What follows belongs to an exercise in optimizing a design on an open flow for small area, a short achievable clock period and few clock cycles per item; a production flow would make more cautious choices.
Only simulation tests tie the RTL to the original design; equivalence was not proved.
Power figures rest on the tool's default switching activity, not on a simulated workload.

### flow/design.v
module Polygon #(
    parameter HALF_EYE_ANGLE = 520
)
(
    input clk,
    input rst_n,
    output reg oReadReq,
    input iRAMBusy,
    output [19:0] oRAMAddr,
    input  [15:0] iRAMData,
    input [19:0] iRAMPointCount,
    output [13:0] oAddr,
    input signed [15:0] iMemData,
    input [13:0] iPointCount,
    input signed [15:0] iAlpha, iBeta, iGamma,
    input iUseRAM,
    input i3D,
    input iStart,
    output oFinish,
    input iLineDrawRead,
    output signed [15:0] oU1, oU2, oV1, oV2,
    output oPointValid,
    output oIsRed
);
localparam PH_RDX = 2'd0, PH_LOAD = 2'd1, PH_ITER = 2'd2, PH_IDLE = 2'd3;
localparam T_A = 2'd0, T_B = 2'd1, T_G = 2'd2;
reg run, fin;
reg mRAM, m3D;
reg [15:0] pA, pB, pG;
reg [13:0] lastPt;           
reg [12:0] rnd;              
reg [13:0] base;             
reg [13:0] ad;
assign oAddr = ad;
assign oRAMAddr = {6'd0, ad};
assign oFinish = fin;
reg [1:0] ph;
reg [2:0] pidx;
reg [3:0] cnt;
reg signed [16:0] x, y;
reg signed [15:0] ang;
reg [15:0] stage;
reg xs_ok;
reg pend;                    
reg [1:0] ptT; reg ptt;      
reg [15:0] s1 [0:1];         
reg [15:0] s2 [0:1];         
reg [15:0] s3 [0:1];         
function automatic [1:0] ptype(input [2:0] p);
    ptype = (p[2]) ? T_G : (p[1] ? T_B : T_A);
endfunction
function automatic pthread(input [2:0] p, input d3);
    pthread = (p[2] & d3) ? p[1] : p[0];
endfunction
wire [1:0] cT = ptype(pidx);
wire       ct = pthread(pidx, m3D);
wire       ce = m3D & pidx[0];           
wire       rEnd = m3D ? (pidx == 3'd7) : (pidx == 3'd5);
wire       lastRnd = (rnd == lastPt[13:1]);
wire [2:0] npidx = rEnd ? 3'd0 : pidx + 3'd1;
wire [1:0] nT = ptype(npidx);
wire       nt = pthread(npidx, m3D);
wire [13:0] nbase = rEnd ? base + 14'd6 : base;
wire [13:0] nXad = nbase + (nt ? 14'd3 : 14'd0);
wire [15:0] memw = mRAM ? iRAMData : iMemData;
wire memok = !mRAM || !iRAMBusy;
wire gacc;
wire [15:0] gAng = m3D ? (ce ? pG - HALF_EYE_ANGLE : pG + HALF_EYE_ANGLE) : pG;
wire [15:0] lAng = (cT == T_A) ? pA : (cT == T_B) ? pB : gAng;
wire [15:0] la = (cT == T_A) ? {stage[12:0], 3'b0} : s2[ct];
wire [15:0] lb = (cT == T_G) ? s1[ct] : {memw[12:0], 3'b0};
wire [15:0] nla = -la;
wire [15:0] nlb = -lb;
reg  [15:0] lx, ly;
always @(*) begin
    case (lAng[15:14])
        2'b00: begin lx = la;  ly = lb;  end
        2'b01: begin lx = nlb; ly = la;  end
        2'b10: begin lx = nla; ly = nlb; end
        default: begin lx = lb; ly = nla; end
    endcase
end
reg signed [15:0] atan;
always @(*) begin
    case (cnt)
        4'd0: atan = 16'sd8192;
        4'd1: atan = 16'sd4836;
        4'd2: atan = 16'sd2555;
        4'd3: atan = 16'sd1297;
        4'd4: atan = 16'sd651;
        4'd5: atan = 16'sd325;
        4'd6: atan = 16'sd162;
        4'd7: atan = 16'sd81;
        4'd8: atan = 16'sd40;
        4'd9: atan = 16'sd20;
        4'd10: atan = 16'sd10;
        4'd11: atan = 16'sd5;
        4'd12: atan = 16'sd2;
        4'd13: atan = 16'sd1;
        default: atan = 16'sd0;
    endcase
end
wire signed [16:0] shy = y >>> cnt;
wire signed [16:0] shx = x >>> cnt;
wire dpos = ~ang[15];
wire signed [16:0] nx = dpos ? x - shy : x + shy;
wire signed [16:0] ny = dpos ? y + shx : y - shx;
wire signed [15:0] nang = dpos ? ang - atan : ang + atan;
wire needMemLoad = (cT != T_G);
wire loadFire = (ph == PH_LOAD) && (!pend || gacc) && (!needMemLoad || memok);
wire iterEnd = (ph == PH_ITER) && (cnt == 4'd14);
wire pfWant = (ph == PH_ITER) && (nT == T_A) && !xs_ok;   
wire pfGot = pfWant && memok;
always @(posedge clk or negedge rst_n) begin
    if (!rst_n) begin
        ph <= PH_IDLE;
        pidx <= 3'd0;
        cnt <= 4'd0;
        xs_ok <= 1'b0;
        pend <= 1'b0;
        oReadReq <= 1'b0;
        rnd <= 13'd0;
        base <= 14'd0;
        ad <= 14'd0;
    end else if (!run) begin
        pend <= 1'b0;
        xs_ok <= 1'b0;
        pidx <= 3'd0;
        cnt <= 4'd0;
        rnd <= 13'd0;
        base <= 14'd0;
        ad <= 14'd0;
        if (iStart) begin
            ph <= PH_RDX;
            oReadReq <= iUseRAM;
        end else begin
            ph <= PH_IDLE;
            oReadReq <= 1'b0;
        end
    end else begin
        if (gacc) pend <= 1'b0;
        case (ph)
            PH_RDX: begin
                if (memok) begin
                    ph <= PH_LOAD;
                    ad <= ad + 14'd1;
                    oReadReq <= mRAM;
                end
            end
            PH_LOAD: begin
                if (loadFire) begin
                    ph <= PH_ITER;
                    cnt <= 4'd0;
                    xs_ok <= 1'b0;
                    if (nT == T_A) begin
                        ad <= nXad;
                        oReadReq <= mRAM;
                    end else begin
                        oReadReq <= 1'b0;
                    end
                end
            end
            PH_ITER: begin
                cnt <= cnt + 4'd1;
                if (pfGot) begin
                    xs_ok <= 1'b1;
                    oReadReq <= 1'b0;
                end
                if (iterEnd) begin
                    pend <= 1'b1;
                    pidx <= npidx;
                    if (rEnd) begin
                        rnd <= rnd + 13'd1;
                        base <= nbase;
                    end
                    if (rEnd && lastRnd) begin
                        ph <= PH_IDLE;
                        oReadReq <= 1'b0;
                    end else if (nT == T_A) begin
                        if (xs_ok || pfGot) begin
                            ph <= PH_LOAD;
                            ad <= nXad + 14'd1;
                        end else begin
                            ph <= PH_RDX;
                        end
                        oReadReq <= mRAM;
                    end else if (nT == T_B) begin
                        ph <= PH_LOAD;
                        ad <= nXad + 14'd2;
                        oReadReq <= mRAM;
                    end else begin
                        ph <= PH_LOAD;
                        oReadReq <= 1'b0;
                    end
                end
            end
            default: ;
        endcase
    end
end
always @(posedge clk) begin
    if (iterEnd) begin
        ptT <= cT;
        ptt <= ct;
    end
    if ((ph == PH_RDX && memok) || pfGot) stage <= memw;
    if (loadFire) begin
        x <= {lx[15], lx};
        y <= {ly[15], ly};
        ang <= {2'b00, lAng[13:0]};
    end else if (ph == PH_ITER) begin
        x <= nx;
        y <= ny;
        ang <= nang;
    end
end
reg gbusy;
reg [3:0] gc;                
reg [1:0] gT; reg gt;
reg signed [17:0] acc;
reg signed [16:0] gv, gv2;
wire [15:0] gres = acc[16:1];
wire gw1 = gbusy && (gc == 4'd5);
wire gw2 = gbusy && (gc == 4'd11);
wire dfree;                  
wire gHold = gw1 && (gT == T_G) && !dfree;
assign gacc = pend && (!gbusy || gw2);
reg [2:0] gstep;
always @(*) begin
    gstep = (gc < 4'd5) ? gc[2:0] : (gc - 4'd6);
end
wire gsub = (gstep < 3'd3);
wire signed [17:0] gsh = (gstep == 3'd0 || gstep == 3'd4) ? (acc >>> 2) : (acc >>> 3);
wire signed [17:0] gvx = {gv[16], gv};
wire signed [17:0] gnext = gsub ? gsh - gvx : gsh + gvx;
always @(posedge clk or negedge rst_n) begin
    if (!rst_n) begin
        gbusy <= 1'b0;
        gc <= 4'd0;
    end else if (!run) begin
        gbusy <= 1'b0;
        gc <= 4'd0;
    end else begin
        if (gacc) begin
            gbusy <= 1'b1;
            gc <= 4'd0;
        end else if (gw2) begin
            gbusy <= 1'b0;
        end else if (gbusy && !gHold) begin
            gc <= gc + 4'd1;
        end
    end
end
always @(posedge clk) begin
    if (gacc) begin
        gv  <= (ptT == T_G) ? x : y;
        gv2 <= (ptT == T_G) ? y : x;
        acc <= (ptT == T_G) ? {x[16], x} : {y[16], y};
        gT <= ptT;
        gt <= ptt;
    end else if (gw1) begin
        if (!gHold) begin
            gv <= gv2;
            acc <= {gv2[16], gv2};
        end
    end else if (gbusy && !gw2) begin
        acc <= gnext;
    end
    if (gw1 && !gHold) begin
        if (gT == T_A) s2[gt] <= gres;       
        if (gT == T_B) s2[gt] <= gres;       
    end
    if (gw2) begin
        if (gT == T_A) s1[gt] <= gres;       
        if (gT == T_B) s3[gt] <= gres;       
    end
end
reg dbusy;
reg [4:0] dc;
reg dxok;
reg [15:0] dR, dd, dq;
reg [15:0] dX, dY;
wire dStart = gw1 && (gT == T_G) && dfree;
assign dfree = !dbusy || dHand;
wire [15:0] dRs = {dR[14:0], 1'b0};
wire dge = (dRs >= dd);
wire dDone = dbusy && (dc == 5'd16) && dxok;
wire mfree;
wire dHand = dDone && mfree;
always @(posedge clk or negedge rst_n) begin
    if (!rst_n) begin
        dbusy <= 1'b0;
        dc <= 5'd0;
        dxok <= 1'b0;
    end else if (!run) begin
        dbusy <= 1'b0;
        dc <= 5'd0;
        dxok <= 1'b0;
    end else begin
        if (dStart) begin
            dbusy <= 1'b1;
            dc <= 5'd0;
            dxok <= 1'b0;
        end else begin
            if (dbusy && dc != 5'd16) dc <= dc + 5'd1;
            if (gw2 && gT == T_G) dxok <= 1'b1;
            if (dHand) dbusy <= 1'b0;
        end
    end
end
always @(posedge clk) begin
    if (dStart) begin
        dR <= 16'd8960;
        dd <= 16'd11360 - gres;
    end else if (dbusy && dc != 5'd16) begin
        dR <= dge ? dRs - dd : dRs;
        dq <= {dq[14:0], dge};
    end
    if (gw2 && gT == T_G) begin
        dX <= gres;
        dY <= s3[gt];
    end
end
reg mbusy;
reg [3:0] mc;
reg [14:0] ms;
reg signed [15:0] mX, mY, aU, aV;
wire mDone = mbusy && (mc == 4'd15);
wire aTake;                  
assign mfree = !mbusy || aTake;
wire signed [16:0] sU = {aU[15], aU} + (ms[0] ? {mX[15], mX} : 17'sd0);
wire signed [16:0] sV = {aV[15], aV} + (ms[0] ? {mY[15], mY} : 17'sd0);
always @(posedge clk or negedge rst_n) begin
    if (!rst_n) begin
        mbusy <= 1'b0;
        mc <= 4'd0;
    end else if (!run) begin
        mbusy <= 1'b0;
        mc <= 4'd0;
    end else begin
        if (dHand) begin
            mbusy <= 1'b1;
            mc <= 4'd0;
        end else begin
            if (mbusy && !mDone) mc <= mc + 4'd1;
            if (aTake) mbusy <= 1'b0;
        end
    end
end
always @(posedge clk) begin
    if (dHand) begin
        ms <= dq[15:1];
        mX <= dX;
        mY <= dY;
        aU <= 16'sd0;
        aV <= 16'sd0;
    end else if (mbusy && !mDone) begin
        aU <= sU[16:1];
        aV <= sV[16:1];
        ms <= ms >> 1;
    end
end
reg [13:0] rJ;               
reg rEye;                    
reg ended;                   
reg [25:0] Lp, Lm;           
reg oValid, oRed, oLast;
reg [12:0] oU1r, oV1r, oU2r, oV2r;
wire [25:0] res = {aU[15:3], aV[15:3]};
wire aEmit = (mRAM ? (rJ != 14'd0) : rJ[0]) && !ended;
wire oFree = !oValid || iLineDrawRead;
assign aTake = mDone && (!aEmit || oFree);
wire isLast = (rJ == lastPt) && (rEye || !m3D);
wire lineRead = oValid && iLineDrawRead;
assign oPointValid = oValid;
assign oIsRed = oRed;
assign oU1 = {{3{oU1r[12]}}, oU1r};
assign oV1 = {{3{oV1r[12]}}, oV1r};
assign oU2 = {{3{oU2r[12]}}, oU2r};
assign oV2 = {{3{oV2r[12]}}, oV2r};
always @(posedge clk or negedge rst_n) begin
    if (!rst_n) begin
        run <= 1'b0;
        fin <= 1'b1;
        oValid <= 1'b0;
        oLast <= 1'b0;
        ended <= 1'b0;
        rJ <= 14'd0;
        rEye <= 1'b0;
    end else if (!run) begin
        oValid <= 1'b0;
        oLast <= 1'b0;
        ended <= 1'b0;
        rJ <= 14'd0;
        rEye <= 1'b0;
        if (iStart) begin
            run <= 1'b1;
            fin <= 1'b0;
        end
    end else begin
        if (lineRead) begin
            oValid <= 1'b0;
            if (oLast) begin
                run <= 1'b0;
                fin <= 1'b1;
            end
        end
        if (aTake && !ended) begin
            if (aEmit) begin
                oValid <= 1'b1;
                oLast <= isLast;
                if (isLast) ended <= 1'b1;
            end
            if (m3D && !rEye) begin
                rEye <= 1'b1;
            end else begin
                rEye <= 1'b0;
                rJ <= rJ + 14'd1;
            end
        end
    end
end
always @(posedge clk) begin
    if (!run && iStart) begin
        mRAM <= iUseRAM;
        m3D <= i3D;
        pA <= iAlpha;
        pB <= iBeta;
        pG <= iGamma;
        lastPt <= iUseRAM ? iRAMPointCount[13:0] - 14'd1 : {iPointCount[12:0] - 13'd1, 1'b1};
    end
    if (run && aTake && !ended) begin
        if (aEmit) begin
            {oU1r, oV1r} <= rEye ? Lm : Lp;
            {oU2r, oV2r} <= res;
            oRed <= rEye;
        end
        if (rEye) Lm <= res; else Lp <= res;
    end
end
endmodule
### flow/run.sh
#!/bin/bash
# synth_recipe.tcl (not shown) runs the flow's synth.tcl, then flattens the netlist and writes it again
# the make line also repeats each setting of config.mk as NAME=value (left out here)
make -C /OpenROAD-flow-scripts/flow DESIGN_CONFIG=/design/flow/config.mk WORK_HOME=/design/flow/orfs CLKGATE_MAP_FILE= SYNTH_SCRIPT=/design/flow/synth_recipe.tcl finish
### flow/config.mk
export PLATFORM = sky130hd
export DESIGN_NAME = Polygon
export DESIGN_NICKNAME = Polygon
export VERILOG_FILES = /design/flow/design.v
export SDC_FILE = /design/flow/constraint.sdc
export NUM_CORES = 4
export LEC_CHECK = 0
export CAP_MARGIN = 20
export CORE_MARGIN = 2
export CORE_UTILIZATION = 40
export SLEW_MARGIN = 20
### flow/constraint.sdc
create_clock -name core_clock -period 12.0 [get_ports {clk}]
set_input_delay 2.4000 -clock core_clock [delete_from_list [all_inputs] [get_ports {clk}]]
set_output_delay 2.4000 -clock core_clock [all_outputs]
set_load 0.01 [all_outputs]
==> results.toml <==
[clock_tree]
clk_latency_ps = 640
cts_setup_buffers = 0
cts_max_path_buffers = 3
cts_tree = "built"
cts-resized-gates = 0
holdBufCountCts = 0
cts_buffers = 73
cts.reportedPaths.clkPinSlew_ps = 60
cts.sinks = 632
ctsHtreeMaxLevel = 3
cts_root_buf = "clkbuf_16"

[die]
start_util = 0.404
coreArea_sq_um = 91700
die_h_um = 308
pin_count = 223
die_area_sq_um = 94900
rows = 111
die_w_um = 308

[timing]
worst_slew_pin_slew_ps = 1050
max_freq_mhz = 166
fin_setup_tns_ps = 0
period_needed_ps = 6030
slew_violations = 0
rsz0062_at_grt = "no"
setup_ws_ps = 5970
fin_skew_ps = 42.0
final-hold-violation-count = 0
finalSetupViolations = 0
slew_headroom = 0.295
timing.final.crit_share = 0.503

[final_layout]
areaGrowthSynthToFinish_pct = 15.1
drive_gt1_frac = 0.0951
nNetsFinal = 3952
num_antenna_cells = 0

[setup_path]
reg2reg_slack_ps = 5970
crit_path_start_kind = "flip-flop"
rr_startpoint = "cnt[0]"
arrival_ps = 6380
max_stage_delay_ps = 680
worstPathRequired_ps = 12340
reg2reg_depth = 20
crit_path_top_delay_cell = "mux4_2"
crit_path_end_kind = "flip-flop"
path_class = "reg2reg"
critPathBufInv = 2
worstPathCellList = "buf_4 -> mux4_2 -> mux2i_1 -> nor2_1 -> a21oi_1 -> ha_1 -> inv_1 -> mux2i_1 -> fa_1 -> a21o_1 -> a21oi_1 -> o21a_1 -> nor3_1 -> a2111oi_0 -> o21bai_1 -> a21oi_1 -> o21ai_0 -> a31oi_1 -> xnor2_1 -> o221ai_1"
cpLargestDelayFamily = "compound AO/OA/AOI/OAI gates"
worstPathMaxFanout = 42
path_common_cell = "a21oi_1"
r2r-end = "x[16]"

[yosys]
synth_cells = 3523
synth_ff_type = "edfxtp_1"
ys_seq_area_frac = 0.488
ys_types = 101
syn_avg_cell_area_sq_um = 10.5
synth_edf_count = 494
ys_ff_latch = 632
ys_async_sr_fraction = 0.141
yosysWarningCount = 1
syn-cell-area_sq_um = 37000

[power]
p_leak_uw = 0.0160
p_per_area_nw_per_um2 = 233
peakVddDrop_uv = 160

[place]
pre_cts_ws_ps = 6000
place_congestion = 0.894
hpwl_mm = 65.2
port-buffer-count = 203

[routing]
drt-wirelength-per-cell_um = 18.7
drt-total-wl_mm = 91.8
initialDrtViolationCount = 1863
drc_errors = 0
drt_pre_antenna_iters = 5
antenna_left = 0
avgViaCountPerCell = 5.50
num_vias = 27000

[global_route]
antenna_found_initial = 1
grt_overflow_total = 0
grt_pass1_vias = 25600
grt_max_degree = 62
grt_usage = 0.193
grt_pass1_wl_mm = 144

[hold_path]
whs_endpoint = "mX[7]"
worstHoldPathType = "reg2reg"
min_path_cells = 0
min-delay-start = "dX[7]"

[flow_run]
maxCapViolations = 0

[outcome]
status = "timing/DRC/antenna clean"
==> placed cells by master, fill, tap and decap left out, types with 26 or more instances in the layout <==
cell type	n
buf_4	48
nor2b_1	26
o21ai_0	199
clkdlybuf4s50_1	202
nor3_1	94
xnor2_1	157
and2_1	50
a21o_1	38
and3_1	42
dfxtp_1	49
edfxtp_1	494
a31oi_1	32
clkbuf_16	73
dfrtp_1	82
ha_1	155
a211oi_1	32
mux2i_1	85
nand3_1	91
nor2_1	327
nand2_1	336
inv_1	119
xor2_1	139
mux2_2	101
mux4_2	27
nand2b_1	28
a21oi_1	215
==> cells in the mapped netlist, types with 37 or more instances <==
cell type,count,area share
edfxtp_1,494,0.40
nand2_1,336,0.034
nor2_1,329,0.033
a21oi_1,215,0.029
o21ai_0,199,0.027
xnor2_1,157,0.037
ha_1,155,0.052
xor2_1,139,0.033
inv_1,121,0.012
clkbuf_1,101,0.010
mux2_2,101,0.031
nor3_1,95,0.013
nand3_1,91,0.012
dfrtp_1,86,0.058
mux2i_1,85,0.023
and2_1,50,0.0085
dfxtp_1,49,0.027
and3_1,42,0.0071
a21o_1,38,0.0077
buf_4,37,0.0075
==> cells by family (layout without fill, tap and decap cells) <==
family                   Yosys count  count (layout)  synth area share
adder cells (fa/ha/maj)          164             164            0.0573
multiplexers                     214             214            0.0706
XOR/XNOR                         297             297            0.0708
AO/OA/AOI/OAI                    769             769             0.133
AND/OR/NAND/NOR                 1135            1135             0.145
other                              1               7          0.000101
buffers and inverters            311             505            0.0362
flip-flops                       632             632             0.488
==> final cells by class <==
type	instances	area [sq um]
sequential	632	18100
fill	8410	49100
clock inverter	42	566
multi-input combinational	2586	17700
tap	1186	1480
timing repair buffer	250	2380
clock buffer	89	1940
inverter	124	465
==> how the worst max path moves through the flow <==
stage	start	to	slack (ps)	cells past startpoint
floorplan	iStart	lastPt[0]	6260	1
global placement	cnt[0]	x[16]	6030	20
detailed placement	cnt[0]	x[16]	6000	20
CTS	cnt[0]	x[16]	5960	20
global route	cnt[0]	x[16]	5460	20
finish	cnt[0]	x[16]	5970	20
==> power by group <==
group          switching [uW]  total [uW]  leakage (uW)  internal (uW)
Clock                     942        2320       0.00121           1380
Combinational            2480        4440       0.00871           1960
Sequential                347        3160       0.00608           2810
==> worst reg2reg max path, stage by stage (launching register included) <==
cell       delay, ps
dfrtp_2          340
buf_4            530
mux4_2           740
mux2i_1          330
nor2_1            80
a21oi_1          200
ha_1             270
inv_1             50
mux2i_1          120
fa_1             470
a21o_1           180
a21oi_1          250
o21a_1           180
nor3_1            60
a2111oi_0        660
o21bai_1         190
a21oi_1          300
o21ai_0          190
a31oi_1          230
xnor2_1          190
o221ai_1         170
==> sequential cells by signal, indices dropped and copies added (netlist names), 17 cells and up <==
register / flops
Lm: 26
Lp: 26
acc: 17
gv: 17
gv2: 17
s1: 32
s2: 32
s3: 32
x: 17
y: 17
==> stage by stage <==
stage	std cells	utilization	hold WS [ps]	instance area [sq um]	total power, uW
6_report	4909	0.465	416	42600	9920
2_1_floorplan	3529	-	400	37000	6480
4_1_cts	4909	0.465	418	42600	9960
5_1_grt	4909	0.465	416	42600	10600
3_3_place_gp	4778	0.437	403	40100	7530
3_5_place_dp	4778	0.437	405	40100	7600
==> per-layer routing <==
layer / wire [um] / track usage
met2: 41900 / 0.307
met1: 42400 / 0.270
met4: 2680 / 0.0652
met5: 0 / 0
met3: 4860 / 0.0281
Testbench counts, summed over its fixed seeds: cycles 220,019, lines 3,390.

[re-timing with driven ports]
Ports are ideal in the flow. The routed layout listed here was re-timed in OpenROAD. Step 1, drivers: a clkbuf_16 drives clk and a buf_2 each remaining input, both assumed. Step 2 times the ports against the registers' clock, not the clock port: input delays grow and output delays shrink by t, the midpoint of the rising clock arrivals with the driver on. Three values: ideal, step 1, step 2; two values: the first two.
shift t [ns]: 0.690
setup slack, ns: 5.965 / 5.965 / 5.965
worst hold slack (ns): 0.416 / 0.416 / 0.416
worst setup path after step 2: register to register
cell pins on the clock port's net: 1
After both steps this run still meets setup and hold. For this run, drivers alone change the setup slack by 0.000 ns; drivers and shift together by 0.000 ns.
